Background: an optimization exercise with open tools, aiming at small area, a short achievable clock period and few clock cycles. Do not read the settings as production practice.
The RTL was checked by simulation tests, not by an equivalence proof against the original design.
Power is estimated from default activity; no workload was simulated.

lane 1:
==> flow/design.v <==
module GCD(
	input clk,
	input rst,
	input start,
	input [7:0] A,
	input [7:0] B,
	output [7:0] gcd_result,
	output ready
);
reg [5:0] a_h;
reg [5:0] b_h;
reg       zf;     
reg       busy;
reg       rdy;
reg [7:0] res;
function [7:0] lowbit8(input [7:0] v);
	reg seen;
	integer i;
	begin
		seen = 1'b0;
		for (i = 0; i < 8; i = i + 1) begin
			lowbit8[i] = v[i] & ~seen;
			seen = seen | v[i];
		end
	end
endfunction
function [5:0] oddhi(input [7:0] v);
	reg [7:0] x;
	reg [7:0] p;
	integer   i, t;
	begin
		x = v ^ {8{v[7]}};
		p = lowbit8(v);
		for (i = 0; i < 6; i = i + 1) begin
			oddhi[i] = 1'b0;
			for (t = 0; t + i + 1 < 7; t = t + 1)
				oddhi[i] = oddhi[i] | (p[t] & x[i + 1 + t]);
		end
	end
endfunction
wire za = (A == 8'd0);
wire zb = (B == 8'd0);
wire [6:0] d = {1'b0, a_h} - {1'b0, b_h};
wire       s = d[6];                  
wire [5:0] m = d[5:0] ^ {6{s}};
wire [5:0] u = a_h ^ b_h;
wire       eq = (u == 6'd0);          
reg  [5:0] above;                     
integer q;
always @* begin
	above[0] = 1'b0;
	for (q = 1; q < 6; q = q + 1) above[q] = above[q - 1] | u[q - 1];
end
wire one_next = ~|(m & above);
wire one_now  = (a_h == 6'd0) | (b_h == 6'd0);
wire found = eq | one_now | one_next;
wire [5:0] pu = u & ~above;
reg  [5:0] b_step;
integer bi, bt;
always @* begin
	for (bi = 0; bi < 6; bi = bi + 1) begin
		b_step[bi] = 1'b0;
		for (bt = 0; bt + bi + 1 < 6; bt = bt + 1)
			b_step[bi] = b_step[bi] | (pu[bt] & m[bi + bt + 1]);
	end
end
wire [5:0] a_step = s ? a_h : b_h;
wire [6:0] g = {a_h | b_h, 1'b1};
reg  [7:0] res_shift;
integer i, j;
always @* begin
	for (i = 0; i < 8; i = i + 1) begin
		res_shift[i] = 1'b0;
		for (j = 0; j <= i; j = j + 1)
			if (i - j < 7) res_shift[i] = res_shift[i] | (res[j] & g[i - j]);
	end
end
always @(posedge clk) begin
	if (start) begin
		a_h <= oddhi(A);
		b_h <= oddhi(B);
		res <= lowbit8(A | B);
	end else begin
		a_h <= a_step;
		b_h <= b_step;
		if (busy & (eq | zf))
			res <= res_shift;
	end
	zf <= start & (za | zb);
end
always @(posedge clk) begin
	if (rst) begin
		busy <= 1'b0;
		rdy  <= 1'b0;
	end else if (start) begin
		busy <= 1'b1;
		rdy  <= 1'b0;
	end else begin
		busy <= busy & ~found;
		rdy  <= busy & found;
	end
end
assign ready = rdy;
assign gcd_result = res;
endmodule
export LEC_CHECK = 0
export ABC_AREA = 1
export CAP_MARGIN = 20
export CORE_MARGIN = 2
export CORE_UTILIZATION = 80
export CTS_BUF_LIST = sky130_fd_sc_hd__clkbuf_8
export SETUP_SLACK_MARGIN = 2.0
export SLEW_MARGIN = 20
create_clock -name core_clock -period 4.0 [get_ports {clk}]
standard.sh (not shown) runs the stock make flow with config.mk's settings and CLKGATE_MAP_FILE= SYNTH_SCRIPT=/design/flow/synth_recipe.tcl, a recipe that flattens the netlist after the stock synthesis.
==> flow/flow/run.sh <==
#!/bin/bash
set -euo pipefail
bash standard.sh 'BUFFER_PORTS_ARGS=-buffer_cell sky130_fd_sc_hd__buf_2' ADDER_MAP_FILE= \
  'SETUP_MOVE_SEQUENCE=sizeup,swap' SKIP_GATE_CLONING=1 SKIP_LAST_GASP=1 \
  finish > standard_flow.log 2>&1
What ended lane 1 was a tool error in global placement (3_3_place_gp); the run never finished.
Testbench counts of lane 1, summed over its fixed seeds: cycles 34,956.
Input-level comparison between lane 2 and lane 1:
- a change of CORE_UTILIZATION from 80 to 65
- a change of SETUP_SLACK_MARGIN from 2.0 to 1.85
==> comparison <==
Average cell area after synthesis: lane 1 vs lane 2, no meaningful difference
Summary across lane 1 and lane 2: the single failing run is lane 1.
FAIL lane 1 @ global placement (3_3_place_gp): tool exited with error
Diff lane 1 and lane 2: number of placement rows higher in lane 2
Comparing lane 2 against lane 1, there is no change at all in fraction of the yosys area taken by sequential cells.
Sort lane 1 and lane 2 by height of the die asc -> top: lane 1
Diff lane 1 -> lane 2: register bit total from synthesis about even, initial core utilization saw a decrease.
Inputs modified between lane 2 and lane 3:
- SETUP_SLACK_MARGIN changed from 1.85 to 1.9
[summary]
- Having completed the whole flow, lane 3 delivered a layout that passed the timing, design-rule and antenna checks.
- In the reports for lane 3 and lane 2, the smaller fill cell total of the finished layout belongs to lane 3.
- Compared with lane 2, lane 3 shows a lower total wire length.
- Lane 3: fraction of area in multi-input gates is 0.22 points higher than what lane 2 reported.
- A capturing element of the worst setup path of res[1] is what lane 2 shows, while a_h[1] belongs to lane 3.
- Taking lane 3 over lane 2, the detailed route wirelength on metal3 ratio works out to 0.949.
- Lane 3 against lane 2: share of the clock period used by the worst path after layout fell by 0.88 points, total power of the final layout up 0.30%, sequential share of layout area flat, maximum frequency went up, switching power now sits higher.
Changes in lane 4 relative to lane 3:
- a change of SETUP_SLACK_MARGIN from 1.9 to 2.0
- a change of CORE_UTILIZATION from 65 to 55
## What came out
HPWL after detailed placement of lane 4 exceeds that of lane 3 by a few percent. In the route summary, lane 4 ends up with a via count below that of lane 3. Of lane 4 and lane 3, the run reporting the higher total global routing track utilization was lane 3. | initial core utilization | lower: lane 4 |. Of the two values seen for launching element of the worst setup path, B[0] was produced by lane 4 and start by lane 3. NOTE number of cells after detailed placement lane 3->lane 4 increased slightly. Lane 4 finished every step from synthesis to the final layout, and the layout passed the timing, design-rule and antenna checks. | height of the chip | lower: lane 3 |.
Inputs modified between lane 4 and lane 5:
- SETUP_SLACK_MARGIN changed from 2.0 to 1.7
- CORE_UTILIZATION changed from 55 to 65
## What came out
Every stage of the flow completed for lane 5, and the final layout passed the timing, design-rule and antenna checks.
In lane 5 relative to lane 4, placeable core region had gone down by more than 10%.
Fraction of layout instances using a drive strength above 1 delta for lane 5 relative to lane 4: 5.1 points lower
Lane 5 vs lane 4, end point of the critical path: res[1] vs res[7]
Side by side, post-route worst hold slack turned out lower in lane 5 than in lane 4.
Lane 5 against lane 4: part of the power in the clock network neither gained nor lost much, final clock period utilization by the worst path picked up an extra 5.9 points.
In the tables for lane 4 and lane 5, sequential fraction of design power reads lower with lane 4.
Against lane 4, lane 5 reports a design area that is lower.
Core util | lane 5 vs lane 4 | lane 5 higher

afterwards: timing with drivers on the ports:
The results above use ideal ports. As a check the final layouts listed here were re-extracted and re-timed, cells and wires unchanged.
Step 1 assumes that a clkbuf_16 drives the clock port and a buf_2 every other input.
Step 2 times the ports against the registers' clock, not the clock port: input delays grow and output delays shrink by t, the midpoint of the rising clock arrivals with the driver on.
Three values: no drivers, after step 1, after step 2; two values: the first two.
| run | t (ns) | setup slack, ns | worst hold slack (ns) | worst setup path at the end |
|---|---|---|---|---|
| lane 2 | 0.284 | 1.970 / 1.970 / 1.695 | 0.475 / 0.475 / 0.475 | input to register |
| lane 3 | 0.284 | 2.005 / 2.004 / 1.720 | 0.477 / 0.477 / 0.477 | input to register |
| lane 4 | 0.297 | 2.095 / 2.103 / 1.809 | 0.498 / 0.498 / 0.498 | input to register |
| lane 5 | 0.284 | 1.858 / 1.858 / 1.683 | 0.473 / 0.473 / 0.473 | input to register |
After both steps setup and hold are still met in every run listed. For lane 4, which loses most, drivers alone change the setup slack by +0.008 ns; drivers and shift together by -0.286 ns.
